This is an optimization exercise on Yosys and OpenROAD, whose aim is a short achievable clock period and few clock cycles, not a production implementation.
The RTL was checked by simulation tests, not by an equivalence proof against the original design.
Power is estimated from default activity; no workload was simulated.

// mips_cpu
module mips_cpu(
	input clk,
	input rst,
	output [31:0] imem_addr,
	input  [31:0] imem_data,
	output [17:0] sram_addr,
	output [15:0] sram_dq_out,
	input  [15:0] sram_dq_in,
	output sram_we_n
);
	localparam QD = 4;           
	localparam QB = 3;           
	localparam [5:0] OP_ADD = 6'b000001, OP_SUB = 6'b000011, OP_AND = 6'b000101,
		OP_OR = 6'b000110, OP_NOR = 6'b000111, OP_XOR = 6'b001000, OP_SLA = 6'b001001,
		OP_SLL = 6'b001010, OP_SRA = 6'b001011, OP_SRL = 6'b001100, OP_ADDI = 6'b100000,
		OP_SUBI = 6'b100001, OP_LD = 6'b100100, OP_ST = 6'b100101, OP_BEZ = 6'b101000,
		OP_BNE = 6'b101001, OP_JMP = 6'b101010;
	reg  [31:0] pc;              
	reg  [31:0] pcn;             
	reg  [5:0]  d_op;            
	reg  [25:0] d_fld;           
	wire [31:0] d_ins = {d_op, d_fld};
	reg  [31:0] d_pc4;
	reg  [31:0] d_pc8;           
	reg         d_pred;          
	reg  [31:0] d_rs_oh, d_rt_oh;    
	reg         e_wen, e_load, e_store, e_bez, e_bne, e_jmp, e_brnz, e_pred;
	reg  [4:0]  e_dst;
	reg         e_sub, e_add, e_and, e_or, e_nor, e_xor, e_sll, e_srl, e_sra;
	reg  [31:0] e_a, e_b, e_rt;
	reg  [31:0] e_alt, e_alt4;
	reg  [3:0]  e_fa, e_fb, e_ft;    
	reg         m1_wen, m1_load;
	reg  [4:0]  m1_dst;
	reg  [31:0] m1_res;
	reg         m2_wen, m2_load, m2_usedq;
	reg  [4:0]  m2_dst;
	reg  [31:0] m2_res;
	reg         w_wen;
	reg  [4:0]  w_dst;
	reg  [31:0] w_val;
	reg  [7:0]  q_w [0:QD-1];
	reg  [31:0] q_d [0:QD-1];
	reg  [QB-1:0] q_cnt;
	reg         q_ph;            
	reg  [8:0]  s_addr;
	reg  [15:0] s_dq;
	reg         s_we;            
	assign imem_addr   = pc;
	assign sram_addr   = {9'd0, s_addr};
	assign sram_dq_out = s_dq;
	assign sram_we_n   = ~s_we;
	wire [5:0]  op  = d_ins[31:26];
	wire [4:0]  rs  = d_ins[25:21];
	wire [4:0]  rt  = d_ins[20:16];
	wire [4:0]  rd  = d_ins[15:11];
	wire [31:0] imm = {{16{d_ins[15]}}, d_ins[15:0]};
	wire        imm_nz = |d_ins[15:0];
	wire i_add  = op == OP_ADD,  i_sub  = op == OP_SUB,  i_and = op == OP_AND;
	wire i_or   = op == OP_OR,   i_nor  = op == OP_NOR,  i_xor = op == OP_XOR;
	wire i_sll  = op == OP_SLA || op == OP_SLL;
	wire i_sra  = op == OP_SRA,  i_srl  = op == OP_SRL;
	wire i_addi = op == OP_ADDI, i_subi = op == OP_SUBI;
	wire i_ld   = op == OP_LD,   i_st   = op == OP_ST;
	wire i_bez  = op == OP_BEZ,  i_bne  = op == OP_BNE,  i_jmp = op == OP_JMP;
  ...
Size: ~120 I/O pins.
Settings: LEC_CHECK=0, ABC_CLOCK_PERIOD_IN_PS=4000, CAP_MARGIN=20, CORE_MARGIN=2, CORE_UTILIZATION=40, PLACE_DENSITY=0.6, SLEW_MARGIN=20; clock period 15.0 ns.
standard.sh (not shown) runs the stock make flow with config.mk's settings and CLKGATE_MAP_FILE= SYNTH_SCRIPT=/design/flow/synth_recipe.tcl, a recipe that flattens the netlist after the stock synthesis.
==> flow/flow/run.sh <==
#!/bin/bash
# Standard ORFS layout, with three changes to how it is made:
# - timing repair aims at a margin below the clock period, so that the achieved period
#   (clock period less setup slack) is as short as the logic allows;
# - repair may resize a cell to any drive strength, not only to one of the same footprint;
# - every input and output port still gets its buffer, but a buf_8 rather than the
#   slow delay cell buffer_ports picks by default.
# The make output goes to orfs_finish.log; ORFS keeps each step's log under orfs/logs/.
set -euo pipefail
bash standard.sh SETUP_SLACK_MARGIN=10.8 MATCH_CELL_FOOTPRINT=0 "BUFFER_PORTS_ARGS=-buffer_cell sky130_fd_sc_hd__buf_8" finish > orfs_finish.log 2>&1
Testbench counts at the start, summed over its fixed seeds: cycles 26,150.
Change:
--- a/flow/design.v
+++ b/flow/design.v
@@ -18,45 +18,18 @@
                 end else begin : pass
                     assign G[32*l+i] = G[32*(l-1)+i];
                     assign P[32*l+i] = P[32*(l-1)+i];
                 end
             end
         end
     endgenerate
     assign s = p0 ^ {G[32*5 +: 31], cin};
 endmodule
-module PrefixAdder #(parameter W = 11, parameter L = 4) (
-    input  [W-1:0] a,
-    input  [W-1:0] b,
-    output [W-1:0] s,
-    output         co
-);
-    wire [W*(L+1)-1:0] G, P;
-    wire [W-1:0] p0 = a ^ b;
-    assign G[W-1:0] = a & b;
-    assign P[W-1:0] = p0;
-    genvar l, i;
-    generate
-        for (l = 1; l <= L; l = l + 1) begin : lvl
-            for (i = 0; i < W; i = i + 1) begin : col
-                if (i >= (1 << (l - 1))) begin : merge
-                    assign G[W*l+i] = G[W*(l-1)+i] | (P[W*(l-1)+i] & G[W*(l-1)+i-(1<<(l-1))]);
-                    assign P[W*l+i] = P[W*(l-1)+i] & P[W*(l-1)+i-(1<<(l-1))];
-                end else begin : pass
-                    assign G[W*l+i] = G[W*(l-1)+i];
-                    assign P[W*l+i] = P[W*(l-1)+i];
-                end
-            end
-        end
-    endgenerate
-    assign s  = p0 ^ {G[W*L +: W-1], 1'b0};
-    assign co = G[W*L + W-1];
-endmodule
 module Registers_file (
 		input clk,
 		input rst,
 		input [4:0] src1,
 		input [4:0] src2,
 		input [31:0] src1_oh,
 		input [31:0] src2_oh,
 		input [4:0] dest,
 		input [31:0] Write_Val,
@@ -199,21 +172,20 @@
 	                  ({32{e_sra}} & r_sra);
 	wire taken = e_jmp | (e_bez & (fwd_a == 32'd0)) | (e_bne & (fwd_a != fwd_t));
 	wire mispredict = e_brnz & (taken != e_pred);
 	wire [5:0]  f_op    = imem_data[31:26];
 	wire        f_short = (imem_data[15:8] == 8'h00) || (imem_data[15:8] == 8'hFF);
 	wire        f_br    = f_op == OP_JMP || f_op == OP_BNE || (f_op == OP_BEZ && imem_data[15]);
 	wire [10:0] f_off   = {imem_data[8:0], 2'b00};    
 	wire [31:0] f_pc8   = pcn + 32'd4;
 	wire [31:0] f_tgt, f_tgt4;
-	wire [11:0] f_lo, f_lo4;
-	PrefixAdder #(.W(11), .L(4)) f_lo_add(.a(pcn[10:0]), .b(f_off), .s(f_lo[10:0]), .co(f_lo[11]));
-	PrefixAdder #(.W(11), .L(4)) f_lo4_add(.a(f_pc8[10:0]), .b(f_off), .s(f_lo4[10:0]), .co(f_lo4[11]));
+	wire [11:0] f_lo    = {1'b0, pcn[10:0]}   + {1'b0, f_off};
+	wire [11:0] f_lo4   = {1'b0, f_pc8[10:0]} + {1'b0, f_off};
 	wire        f_pred  = f_br && f_short;
 	assign f_tgt  = {pcn[31:11], f_lo[10:0]};
 	assign f_tgt4 = {pcn[31:11], f_lo4[10:0]};
 	wire [31:0] imm4 = {imm[29:0], 2'b00};
 	wire [31:0] d_tgt, d_tgt4;
 	ALU tgt_adder(.a(d_pc4), .b(imm4), .cin(1'b0), .s(d_tgt));
 	ALU tgt4_adder(.a(d_pc8), .b(imm4), .cin(1'b0), .s(d_tgt4));
 	wire pred = (i_jmp | i_bne | (i_bez & d_ins[15])) & imm_nz;
 	wire [10:0] d_off  = {d_ins[8:0], 2'b00};
=> Total power shrinks by 1.5%. Global-route usage shrinks by 1.0 points. Cell area barely changes. Setup slack improved by 0.13 ns. First-iteration DRC count grows by 3.5%. Wire length shrinks by 2.4%. Via count shrinks by 0.57%. Clock power shrinks by about 4%. Sequential power stays flat. Sequential share of layout area hardly moves. Die area shrinks by 0.71%. Final cell count shrinks by 0.52%. Critical path depth grows by 1. Register-to-register slack got worse by 0.09 ns.
Testbench counts after the change, summed over its fixed seeds: cycles 26,150.

[afterwards: timing with drivers on the ports]
The flow's constraints put no driver on any port. The routed layouts listed below were extracted and timed again, unchanged, in two steps.
Step 1 assumes that a clkbuf_16 drives the clock port and a buf_2 every other input.
Step 2 adds t to the input delays and takes it off the output delays; t is the mean of the earliest and latest rising clock arrival at the registers after step 1. Input paths then give back, and output paths get back, about the clock's delay inside the block.
a / b / c = no drivers / after step 1 / after step 2; a / b = the first two.
| run | shift t [ns] | slack for setup (ns) | slew at the worst register clock pin (ns) | worst data-port slew with drivers (ns) | cell pins on the clock port's net |
|---|---|---|---|---|---|
| the first run | 0.953 | 10.355 / 10.401 / 9.451 | 0.07 / 0.07 | 0.25 | 1 |
| the second run | 0.940 | 10.488 / 10.406 / 9.604 | 0.07 / 0.07 | 0.12 | 1 |
After both steps every run listed still meets setup and hold. The setup slack of the first run, which loses most, moves by +0.046 ns with the drivers and by -0.904 ns with both steps.
